This design comes from an exercise in tuning for small area, a short achievable clock period and few clock cycles on the open sky130 flow, not from production work. Where RTL was checked, it was by simulation tests only, not by an equivalence proof against the original.

==> inputs of job 3470 <==
==> flow/design.v (excerpt) <==
module core(
	input CLK,
	input RST,
	output wire [31:0]  imem_addr,
	input       [31:0]  imem_data,
	output wire         dmem_read,
	output wire         dmem_write,
	output wire [31:0]  dmem_addr,
	output wire [31:0]  dmem_wdata,
	output wire [3:0]   dmem_mask,
	input       [31:0]  dmem_rdata
);
==> flow/config.mk <==
export PLATFORM = sky130hd
export DESIGN_NAME = core
export DESIGN_NICKNAME = core
export VERILOG_FILES = /design/flow/design.v
export SDC_FILE = /design/flow/constraint.sdc
export NUM_CORES = 8
export LEC_CHECK = 0
export CAP_MARGIN = 30
export CORE_MARGIN = 2
export CORE_UTILIZATION = 55
export CTS_CLUSTER_DIAMETER = 70
export CTS_CLUSTER_SIZE = 24
export SLEW_MARGIN = 30
==> flow/constraint.sdc <==
create_clock -name core_clock -period 13.0 [get_ports {CLK}]
set_input_delay 2.6000 -clock core_clock [delete_from_list [all_inputs] [get_ports {CLK}]]
set_output_delay 2.6000 -clock core_clock [all_outputs]
set_load 0.01 [all_outputs]
standard.sh (not shown) runs the stock make flow with config.mk's settings and CLKGATE_MAP_FILE= SYNTH_SCRIPT=/design/flow/synth_recipe.tcl, a recipe that flattens the netlist after the stock synthesis.
==> flow/flow/run.sh <==
#!/bin/bash
# Standard ORFS layout; timing repair aims well below the clock period.
bash standard.sh SETUP_SLACK_MARGIN=9.0 "BUFFER_PORTS_ARGS=-buffer_cell sky130_fd_sc_hd__buf_2" finish > standard.log 2>&1
==> inputs of job 8483, as changes to job 3470 <==
--- a/flow/design.v
+++ b/flow/design.v
@@ -19,40 +19,37 @@
 	reg         x_v;               
 	reg  [31:0] x_a, x_b, x_c;     
 	reg  [4:0]  x_rd;
 	reg         x_we, x_ld, x_st, x_br, x_jalr, x_link, x_pred;
 	reg  [2:0]  x_f3;              
 	reg  [2:0]  x_rsel;            
 	reg  [5:0]  x_rdc;             
 	reg         x_rj;
-	reg  [5:0]  x_sk;              
-	wire        squash;            
 	reg         x_sub, x_sra;
 	reg  [31:0] m_res;             
 	reg  [31:0] m_wd;              
 	reg  [3:0]  m_mask;
 	reg  [4:0]  m_rd;
 	reg         m_we, m_ld, m_st;
-	reg         m_ldi;             
 	reg  [2:0]  m_f3;
 	reg  [31:0] rf [1:31];
 	assign imem_addr = {pc_f, 2'b00};
 	assign dmem_read  = m_ld;
 	assign dmem_write = m_st;
 	assign dmem_addr  = {m_res[31:2], 2'b00};
 	assign dmem_wdata = m_wd;
 	assign dmem_mask  = m_mask;
 	wire [7:0]  ld_b = m_res[1] ? (m_res[0] ? dmem_rdata[31:24] : dmem_rdata[23:16])
 	                            : (m_res[0] ? dmem_rdata[15:8]  : dmem_rdata[7:0]);
 	wire [15:0] ld_h = m_res[1] ? dmem_rdata[31:16] : dmem_rdata[15:0];
 	wire [31:0] ld_v = m_f3[1] ? dmem_rdata :
 	                   m_f3[0] ? {{16{~m_f3[2] & ld_h[15]}}, ld_h} :
 	                             {{24{~m_f3[2] & ld_b[7]}}, ld_b};
-	wire [31:0] wb = m_ldi ? ld_v : m_res;
+	wire [31:0] wb = m_ld ? ld_v : m_res;
 	always @(posedge CLK) begin
 		if (m_we) rf[m_rd] <= wb;
 	end
 	wire [4:0] rs1 = ir[19:15];
 	wire [4:0] rs2 = ir[24:20];
 	wire [4:0] rd  = ir[11:7];
 	wire [2:0] f3  = ir[14:12];
 	wire d_jal  = ir[6] & ir[3];
@@ -73,33 +70,31 @@
 	always @(*) begin
 		rf1 = 32'd0;
 		rf2 = 32'd0;
 		for (k = 1; k < 32; k = k + 1) begin
 			if (s1[k]) rf1 = rf1 | rf[k];
 			if (s2[k]) rf2 = rf2 | rf[k];
 		end
 	end
-	wire [31:0] r1 = (m_we && !m_ldi && m_rd == rs1) ? m_res : rf1;
-	wire [31:0] r2 = (m_we && !m_ldi && m_rd == rs2) ? m_res : rf2;
+	wire [31:0] r1 = (m_we && !m_ld && m_rd == rs1) ? m_res : rf1;
+	wire [31:0] r2 = (m_we && !m_ld && m_rd == rs2) ? m_res : rf2;
 	wire x1 = x_v & x_we & (rs1 == x_rd);
 	wire x2 = x_v & x_we & (rs2 == x_rd);
-	wire l1 = m_ldi & m_we & (rs1 == m_rd);
-	wire l2 = m_ldi & m_we & (rs2 == m_rd);
+	wire l1 = m_ld & m_we & (rs1 == m_rd);
+	wire l2 = m_ld & m_we & (rs2 == m_rd);
 	wire [31:0] imm_b = d_u  ? {ir[31:12], 12'd0} :
 	                    d_st ? {{20{ir[31]}}, ir[31:25], ir[11:7]} :
 	                           {{20{ir[31]}}, ir[31:20]};
 	wire [31:2] imm_t = d_jal ? {{12{ir[31]}}, ir[19:12], ir[20], ir[30:22]}
 	                          : {{20{ir[31]}}, ir[7], ir[30:25], ir[11:9]};
 	wire [31:2] tgt_d = pc_d + imm_t;
-	wire d_to4 = (imm_t == 30'd1);
-	wire d_to8 = (imm_t == 30'd2);
 	wire d_pred = d_br & ir[31];
 	wire ld_use = x_v & x_ld & x_we & ((use1 & rs1 == x_rd) | (use2 & rs2 == x_rd));
-	wire stall  = v_d & ld_use & ~squash;
+	wire stall  = v_d & ld_use;
 	wire [31:0] xa = x_a;
 	wire [31:0] xb = x_b;
 	wire [31:0] xc = x_c;
 	wire [31:0] bb  = x_sub ? ~xb : xb;
 	wire [32:0] sum = {1'b0, xa} + {1'b0, bb} + {32'd0, x_sub};
 	wire ltu = ~sum[32];
 	wire lt  = (xa[31] ^ xb[31]) ? xa[31] : sum[31];
 	wire eq  = (xa == xb);
@@ -121,52 +116,46 @@
 			3'b011: res = {31'd0, ltu};
 			3'b100: res = xa ^ xb;
 			3'b101: res = shv;
 			3'b110: res = xa | xb;
 			default: res = xa & xb;
 		endcase
 		if (x_link) res = x_c;
 	end
-	assign squash = (x_sk[0] & eq) | (x_sk[1] & ~eq) | (x_sk[2] & lt) |
-	              (x_sk[3] & ~lt) | (x_sk[4] & ltu) | (x_sk[5] & ~ltu);
 	wire redirect_x = x_rj | (x_rdc[0] & eq) | (x_rdc[1] & ~eq) | (x_rdc[2] & lt) |
 	                  (x_rdc[3] & ~lt) | (x_rdc[4] & ltu) | (x_rdc[5] & ~ltu);
 	wire [31:2] tgt_x = x_jalr ? sum[31:2] : x_c[31:2];
-	wire redirect_d = v_d & ((d_jal & ~d_to4) | d_pred) & ~stall & ~redirect_x & ~squash;
+	wire redirect_d = v_d & (d_jal | d_pred) & ~stall & ~redirect_x;
 	wire [1:0] lo = sum[1:0];
 	wire [3:0] mask = x_f3[1] ? 4'b1111 :
 	                  x_f3[0] ? (lo[1] ? 4'b1100 : 4'b0011) :
 	                  (4'b0001 << lo);
 	wire [31:0] wd = x_f3[1] ? xc : x_f3[0] ? {2{xc[15:0]}} : {4{xc[7:0]}};
 	always @(posedge CLK or posedge RST) begin
 		if (RST) begin
 			pc_f <= 30'd0;
 			v_d  <= 1'b0;
 			x_v  <= 1'b0;
 			x_rj <= 1'b0;
 			x_rdc <= 6'b000000;
-			x_sk <= 6'b000000;
 			m_we <= 1'b0;
 			m_ld <= 1'b0;
 			m_st <= 1'b0;
 		end else begin
 			if (redirect_x)      pc_f <= tgt_x;
 			else if (stall)      pc_f <= pc_d;
 			else if (redirect_d) pc_f <= tgt_d;
 			else                 pc_f <= pc_f + 30'd1;
 			v_d  <= ~(redirect_x | stall | redirect_d);
-			x_v  <= v_d & ~stall & ~redirect_x & ~squash;
-			x_rj <= v_d & ~stall & ~redirect_x & ~squash & d_jalr;
-			x_rdc <= (v_d & ~stall & ~redirect_x & ~squash & d_br & ~d_to4 & ~d_to8) ?
+			x_v  <= v_d & ~stall & ~redirect_x;
+			x_rj <= v_d & ~stall & ~redirect_x & d_jalr;
+			x_rdc <= (v_d & ~stall & ~redirect_x & d_br) ?
 			         ({f3[2] & f3[1], f3[2] & f3[1], f3[2] & ~f3[1], f3[2] & ~f3[1], ~f3[2], ~f3[2]} &
 			          ((f3[0] ^ ir[31]) ? 6'b101010 : 6'b010101)) : 6'b000000;
-			x_sk <= (v_d & ~stall & ~redirect_x & ~squash & d_br & d_to8) ?
-			         ({f3[2] & f3[1], f3[2] & f3[1], f3[2] & ~f3[1], f3[2] & ~f3[1], ~f3[2], ~f3[2]} &
-			          (f3[0] ? 6'b101010 : 6'b010101)) : 6'b000000;
 			m_we <= x_v & x_we;
 			m_ld <= x_v & x_ld;
 			m_st <= x_v & x_st;
 		end
 	end
 	always @(posedge CLK) begin
 		ir   <= imem_data;
 		for (q = 1; q < 32; q = q + 1) begin
@@ -191,12 +180,11 @@
 		x_f3   <= f3;
 		x_rsel <= d_alu ? f3 : 3'b000;
 		x_sub  <= d_br | (d_alu & f3[2:1] == 2'b01) | (d_op & f3 == 3'b000 & ir[30]);
 		x_sra  <= ir[30];
 		m_res  <= res;
 		m_wd   <= wd;
 		m_mask <= mask;
 		m_rd   <= x_rd;
-		m_ldi  <= x_ld;
 		m_f3   <= x_f3;
 	end
 endmodule
==> flow/flow/run.sh (replaced) <==
#!/bin/bash
# Standard ORFS layout; timing repair aims well below the clock period.
bash standard.sh SETUP_SLACK_MARGIN=9.0  finish > standard.log 2>&1
- CAP_MARGIN: 30 -> 20
- CORE_UTILIZATION: 55 -> 50
- PLACE_DENSITY: default -> 0.72
- SLEW_MARGIN: 30 -> 20
==> inputs of job 2589, as changes to job 3470 <==
--- a/flow/design.v
+++ b/flow/design.v
@@ -10,17 +10,16 @@
 	output wire [31:0]  dmem_wdata,
 	output wire [3:0]   dmem_mask,
 	input       [31:0]  dmem_rdata
 );
 	reg  [31:2] pc_f;              
 	reg  [31:0] ir;                
 	reg  [31:2] pc_d;              
 	reg         v_d;               
-	reg  [31:1] s1, s2;            
 	reg         x_v;               
 	reg  [31:0] x_a, x_b, x_c;     
 	reg  [4:0]  x_rd;
 	reg         x_we, x_ld, x_st, x_br, x_jalr, x_link, x_pred;
 	reg  [2:0]  x_f3;              
 	reg  [2:0]  x_rsel;            
 	reg  [5:0]  x_rdc;             
 	reg         x_rj;
@@ -64,23 +63,23 @@
 	wire d_op   = d_alu & ir[5];
 	wire d_mem  = ~ir[6] & ~ir[2] & ~ir[4];
 	wire d_st   = d_mem & ir[5];
 	wire d_ld   = d_mem & ~ir[5];
 	wire use1 = ~d_u & ~d_jal;
 	wire use2 = d_br | d_st | d_op;
 	wire d_we = ~d_br & ~d_st & (rd != 5'd0);
 	reg [31:0] rf1, rf2;
-	integer k, q;
+	integer k;
 	always @(*) begin
 		rf1 = 32'd0;
 		rf2 = 32'd0;
 		for (k = 1; k < 32; k = k + 1) begin
-			if (s1[k]) rf1 = rf1 | rf[k];
-			if (s2[k]) rf2 = rf2 | rf[k];
+			if (rs1 == k) rf1 = rf1 | rf[k];
+			if (rs2 == k) rf2 = rf2 | rf[k];
 		end
 	end
 	wire [31:0] r1 = (m_we && !m_ldi && m_rd == rs1) ? m_res : rf1;
 	wire [31:0] r2 = (m_we && !m_ldi && m_rd == rs2) ? m_res : rf2;
 	wire x1 = x_v & x_we & (rs1 == x_rd);
 	wire x2 = x_v & x_we & (rs2 == x_rd);
 	wire l1 = m_ldi & m_we & (rs1 == m_rd);
 	wire l2 = m_ldi & m_we & (rs2 == m_rd);
@@ -164,20 +163,16 @@
 			          (f3[0] ? 6'b101010 : 6'b010101)) : 6'b000000;
 			m_we <= x_v & x_we;
 			m_ld <= x_v & x_ld;
 			m_st <= x_v & x_st;
 		end
 	end
 	always @(posedge CLK) begin
 		ir   <= imem_data;
-		for (q = 1; q < 32; q = q + 1) begin
-			s1[q] <= (imem_data[19:15] == q);
-			s2[q] <= (imem_data[24:20] == q);
-		end
 		pc_d <= pc_f;
 		x_a    <= (use1 & x1) ? res : (use1 & l1) ? ld_v :
 		          d_u ? (d_lui ? 32'd0 : {pc_d, 2'b00}) : r1;
 		x_b    <= ((d_op | d_br) & x2) ? res : ((d_op | d_br) & l2) ? ld_v :
 		          (d_op | d_br) ? r2 : imm_b;
 		x_c    <= (d_st & x2) ? res : (d_st & l2) ? ld_v :
 		          d_st ? r2 : ((d_br & ~ir[31]) ? {tgt_d, 2'b00} : {pc_f, 2'b00});
 		x_rd   <= rd;
- CORE_UTILIZATION: 55 -> 50
==> inputs of job 7949, as changes to job 3470 <==
==> flow/design.v (replaced) <==
`timescale 1ns / 1ps
module core(
	input CLK,
	input RST,
	output wire [31:0]  imem_addr,
	input       [31:0]  imem_data,
	output wire         dmem_read,
	output wire         dmem_write,
	output wire [31:0]  dmem_addr,
	output wire [31:0]  dmem_wdata,
	output wire [3:0]   dmem_mask,
	input       [31:0]  dmem_rdata
);
	reg  [31:2] pc_f;              
	reg  [31:0] ir;                
	reg  [31:2] pc_d;              
	reg         v_d;               
	reg         x_v;               
	reg  [31:0] x_a, x_b, x_c;     
	reg  [4:0]  x_rd;
	reg         x_we, x_ld, x_st, x_br, x_jalr, x_link, x_pred;
	reg  [2:0]  x_f3;              
	reg  [2:0]  x_rsel;            
	reg  [5:0]  x_rdc;             
	reg         x_rj;
	reg         x_sub, x_sra;
	reg  [31:0] m_res;             
	reg  [31:0] m_wd;              
	reg  [3:0]  m_mask;
	reg  [4:0]  m_rd;
	reg         m_we, m_ld, m_st;
	reg  [2:0]  m_f3;
	reg  [31:0] rf [1:31];
	assign imem_addr = {pc_f, 2'b00};
	assign dmem_read  = m_ld;
	assign dmem_write = m_st;
	assign dmem_addr  = {m_res[31:2], 2'b00};
	assign dmem_wdata = m_wd;
	assign dmem_mask  = m_mask;
	wire [7:0]  ld_b = m_res[1] ? (m_res[0] ? dmem_rdata[31:24] : dmem_rdata[23:16])
	                            : (m_res[0] ? dmem_rdata[15:8]  : dmem_rdata[7:0]);
	wire [15:0] ld_h = m_res[1] ? dmem_rdata[31:16] : dmem_rdata[15:0];
	wire [31:0] ld_v = m_f3[1] ? dmem_rdata :
	                   m_f3[0] ? {{16{~m_f3[2] & ld_h[15]}}, ld_h} :
	                             {{24{~m_f3[2] & ld_b[7]}}, ld_b};
	wire [31:0] wb = m_ld ? ld_v : m_res;
	always @(posedge CLK) begin
		if (m_we) rf[m_rd] <= wb;
	end
	wire [4:0] rs1 = ir[19:15];
	wire [4:0] rs2 = ir[24:20];
	wire [4:0] rd  = ir[11:7];
	wire [2:0] f3  = ir[14:12];
	wire d_jal  = ir[6] & ir[3];
	wire d_jalr = ir[6] & ir[2] & ~ir[3];
	wire d_br   = ir[6] & ~ir[2];
	wire d_u    = ~ir[6] & ir[2];
	wire d_lui  = d_u & ir[5];
	wire d_alu  = ~ir[6] & ~ir[2] & ir[4];
	wire d_op   = d_alu & ir[5];
	wire d_mem  = ~ir[6] & ~ir[2] & ~ir[4];
	wire d_st   = d_mem & ir[5];
	wire d_ld   = d_mem & ~ir[5];
	wire use1 = ~d_u & ~d_jal;
	wire use2 = d_br | d_st | d_op;
	wire d_we = ~d_br & ~d_st & (rd != 5'd0);
	reg [31:0] rf1, rf2;
	integer k;
	always @(*) begin
		rf1 = 32'd0;
		rf2 = 32'd0;
		for (k = 1; k < 32; k = k + 1) begin
			if (rs1 == k) rf1 = rf1 | rf[k];
			if (rs2 == k) rf2 = rf2 | rf[k];
		end
	end
	wire [31:0] r1 = (m_we && !m_ld && m_rd == rs1) ? m_res : rf1;
	wire [31:0] r2 = (m_we && !m_ld && m_rd == rs2) ? m_res : rf2;
	wire x1 = x_v & x_we & (rs1 == x_rd);
	wire x2 = x_v & x_we & (rs2 == x_rd);
	wire l1 = m_ld & m_we & (rs1 == m_rd);
	wire l2 = m_ld & m_we & (rs2 == m_rd);
	wire [31:0] imm_b = d_u  ? {ir[31:12], 12'd0} :
	                    d_st ? {{20{ir[31]}}, ir[31:25], ir[11:7]} :
	                           {{20{ir[31]}}, ir[31:20]};
	wire [31:2] imm_t = d_jal ? {{12{ir[31]}}, ir[19:12], ir[20], ir[30:22]}
	                          : {{20{ir[31]}}, ir[7], ir[30:25], ir[11:9]};
	wire [31:2] tgt_d = pc_d + imm_t;
	wire d_pred = d_br & ir[31];
	wire ld_use = x_v & x_ld & x_we & ((use1 & rs1 == x_rd) | (use2 & rs2 == x_rd));
	wire stall  = v_d & ld_use;
	wire [31:0] xa = x_a;
	wire [31:0] xb = x_b;
	wire [31:0] xc = x_c;
	wire [31:0] bb  = x_sub ? ~xb : xb;
	wire [32:0] sum = {1'b0, xa} + {1'b0, bb} + {32'd0, x_sub};
	wire ltu = ~sum[32];
	wire lt  = (xa[31] ^ xb[31]) ? xa[31] : sum[31];
	wire eq  = (xa == xb);
	wire left = ~x_rsel[2];
	reg [31:0] a_rev, s_rev;
	integer j;
	always @(*) for (j = 0; j < 32; j = j + 1) a_rev[j] = xa[31 - j];
	wire [31:0] s_in = left ? a_rev : xa;
	wire [32:0] s_ext = {x_sra & xa[31], s_in};
	wire [32:0] s_out = $signed(s_ext) >>> xb[4:0];
	always @(*) for (j = 0; j < 32; j = j + 1) s_rev[j] = s_out[31 - j];
	wire [31:0] shv = left ? s_rev : s_out[31:0];
	reg [31:0] res;
	always @(*) begin
		case (x_rsel)
			3'b000: res = sum[31:0];
			3'b001: res = shv;
			3'b010: res = {31'd0, lt};
			3'b011: res = {31'd0, ltu};
			3'b100: res = xa ^ xb;
			3'b101: res = shv;
			3'b110: res = xa | xb;
			default: res = xa & xb;
		endcase
		if (x_link) res = x_c;
	end
	wire redirect_x = x_rj | (x_rdc[0] & eq) | (x_rdc[1] & ~eq) | (x_rdc[2] & lt) |
	                  (x_rdc[3] & ~lt) | (x_rdc[4] & ltu) | (x_rdc[5] & ~ltu);
	wire [31:2] tgt_x = x_jalr ? sum[31:2] : x_c[31:2];
	wire redirect_d = v_d & (d_jal | d_pred) & ~stall & ~redirect_x;
	wire [1:0] lo = sum[1:0];
	wire [3:0] mask = x_f3[1] ? 4'b1111 :
	                  x_f3[0] ? (lo[1] ? 4'b1100 : 4'b0011) :
	                  (4'b0001 << lo);
	wire [31:0] wd = x_f3[1] ? xc : x_f3[0] ? {2{xc[15:0]}} : {4{xc[7:0]}};
	always @(posedge CLK or posedge RST) begin
		if (RST) begin
			pc_f <= 30'd0;
			v_d  <= 1'b0;
			x_v  <= 1'b0;
			x_rj <= 1'b0;
			x_rdc <= 6'b000000;
			m_we <= 1'b0;
			m_ld <= 1'b0;
			m_st <= 1'b0;
		end else begin
			if (redirect_x)      pc_f <= tgt_x;
			else if (stall)      pc_f <= pc_d;
			else if (redirect_d) pc_f <= tgt_d;
			else                 pc_f <= pc_f + 30'd1;
			v_d  <= ~(redirect_x | stall | redirect_d);
			x_v  <= v_d & ~stall & ~redirect_x;
			x_rj <= v_d & ~stall & ~redirect_x & d_jalr;
			x_rdc <= (v_d & ~stall & ~redirect_x & d_br) ?
			         ({f3[2] & f3[1], f3[2] & f3[1], f3[2] & ~f3[1], f3[2] & ~f3[1], ~f3[2], ~f3[2]} &
			          ((f3[0] ^ ir[31]) ? 6'b101010 : 6'b010101)) : 6'b000000;
			m_we <= x_v & x_we;
			m_ld <= x_v & x_ld;
			m_st <= x_v & x_st;
		end
	end
	always @(posedge CLK) begin
		ir   <= imem_data;
		pc_d <= pc_f;
		x_a    <= (use1 & x1) ? res : (use1 & l1) ? ld_v :
		          d_u ? (d_lui ? 32'd0 : {pc_d, 2'b00}) : r1;
		x_b    <= ((d_op | d_br) & x2) ? res : ((d_op | d_br) & l2) ? ld_v :
		          (d_op | d_br) ? r2 : imm_b;
		x_c    <= (d_st & x2) ? res : (d_st & l2) ? ld_v :
		          d_st ? r2 : ((d_br & ~ir[31]) ? {tgt_d, 2'b00} : {pc_f, 2'b00});
		x_rd   <= rd;
		x_we   <= d_we;
		x_ld   <= d_ld;
		x_st   <= d_st;
		x_br   <= d_br;
		x_jalr <= d_jalr;
		x_link <= d_jal | d_jalr;
		x_pred <= d_pred;
		x_f3   <= f3;
		x_rsel <= d_alu ? f3 : 3'b000;
		x_sub  <= d_br | (d_alu & f3[2:1] == 2'b01) | (d_op & f3 == 3'b000 & ir[30]);
		x_sra  <= ir[30];
		m_res  <= res;
		m_wd   <= wd;
		m_mask <= mask;
		m_rd   <= x_rd;
		m_f3   <= x_f3;
	end
endmodule
==> flow/flow/run.sh (replaced) <==
#!/bin/bash
# Standard ORFS layout; timing repair aims well below the clock period.
bash standard.sh SETUP_SLACK_MARGIN=9.0  finish > standard.log 2>&1
- CAP_MARGIN: 30 -> 20
- CORE_UTILIZATION: 55 -> 40
- CTS_CLUSTER_DIAMETER: 70 -> default
- CTS_CLUSTER_SIZE: 24 -> default
- SLEW_MARGIN: 30 -> 20
==> flow_summary_export.csv <==
group,metric,value,unit
status,status,"complete, but fails checks",
synth,synthAdderAreaFrac,2.49,%
critical_path,path_class,"primary input to flop",
layout,area_growth,14.7,%
status,violations,"max-capacitance violations",
critical_path,cp.depth,5,
floorplan,coreArea,128000,sq um
global_route,grt_util_all_layers,48.4,%
job,maxCapViolCount,1,
-- figures above: job 8483

==> flow_summary_export.csv <==
group,metric,value,unit
synth,synth.most_common_cell,"edfxtp_1",
floorplan,coreArea,116000,sq um
layout,area_growth,14.4,%
min_path,worst_hold_startpoint,"x_f3[2]",
layout,final-clk-cell-share,4.21,%
status,status,"no timing/DRC/antenna violations",
sta,hold_violations,0,
critical_path,cp.depth,13,
job,maxCapViolCount,0,
critical_path,path_class,"flop to flop",
cts,postCtsSetupRepairBufs,51,
synth,synthAdderAreaFrac,2.50,%
-- figures above: job 3470

==> flow_summary_export.csv <==
group,metric,value,unit
status,status,"no timing/DRC/antenna violations",
layout,area_growth,16.9,%
critical_path,crit_path_top_delay_cell,"a21oi_4",
synth,synthAdderAreaFrac,2.53,%
job,maxCapViolCount,0,
floorplan,initial_core_util,50.4,%
critical_path,crit_required,13.45,ns
routing,top_layer,"met5",
synth,synth-main-ff-cell,"edfxtp_1",
global_route,grt_util_all_layers,49.9,%
synth,yosysTopAreaCellShare,47.0,%
critical_path,cp.depth,6,
floorplan,coreArea,126000,sq um
critical_path,path_class,"primary input to flop",
-- figures above: job 2589

==> flow_summary_export.csv <==
group,metric,value,unit
status,status,"no timing/DRC/antenna violations",
synth,yosysSeqAreaShare,56.3,%
synth,synthAdderAreaFrac,2.52,%
synth,synth_top_family_by_area,"compound AO/OA/AOI/OAI gates",
synth,synth-main-ff-cell,"edfxtp_1",
global_route,grt_util_all_layers,42.5,%
layout,area_growth,19.4,%
sta,hold_violations,0,
critical_path,cp.depth,10,
critical_path,path_class,"flop to flop",
floorplan,coreArea,158000,sq um
-- figures above: job 7949

Testbench counts of job 3470, summed over its fixed seeds: cycles 19,536.
Testbench counts of job 8483, summed over its fixed seeds: cycles 19,814.
Testbench counts of job 7949, summed over its fixed seeds: cycles 19,814.
For job 2589, only the layout was checked, not whether the RTL still works.

[what the ideal ports hide]
Ports are ideal in the flow. The routed layouts listed here were re-timed in OpenROAD. Step 1: set_driving_cell puts a clkbuf_16 on CLK and a buf_2 on each other input, an assumption about the parent block. Step 2 moves the port delays by t, midway between the first and last clock arrival at a register: inputs arrive t later, outputs are due t later. That takes back most of the time a late clock gives input paths. Three values: ideal, step 1, step 2; two values: the first two.
run | shift t [ns] | setup slack, ns | worst setup path at the end
job 3470 | 0.807 | 8.806 / 8.806 / 8.089 | input to register
job 8483 | 0.862 | 8.805 / 8.858 / 7.996 | input to register
job 2589 | 0.827 | 8.800 / 8.842 / 8.015 | input to register
job 7949 | 0.869 | 8.773 / 8.773 / 8.071 | input to register
For job 8483, which loses most, drivers alone change the setup slack by +0.053 ns; drivers and shift together by -0.809 ns.
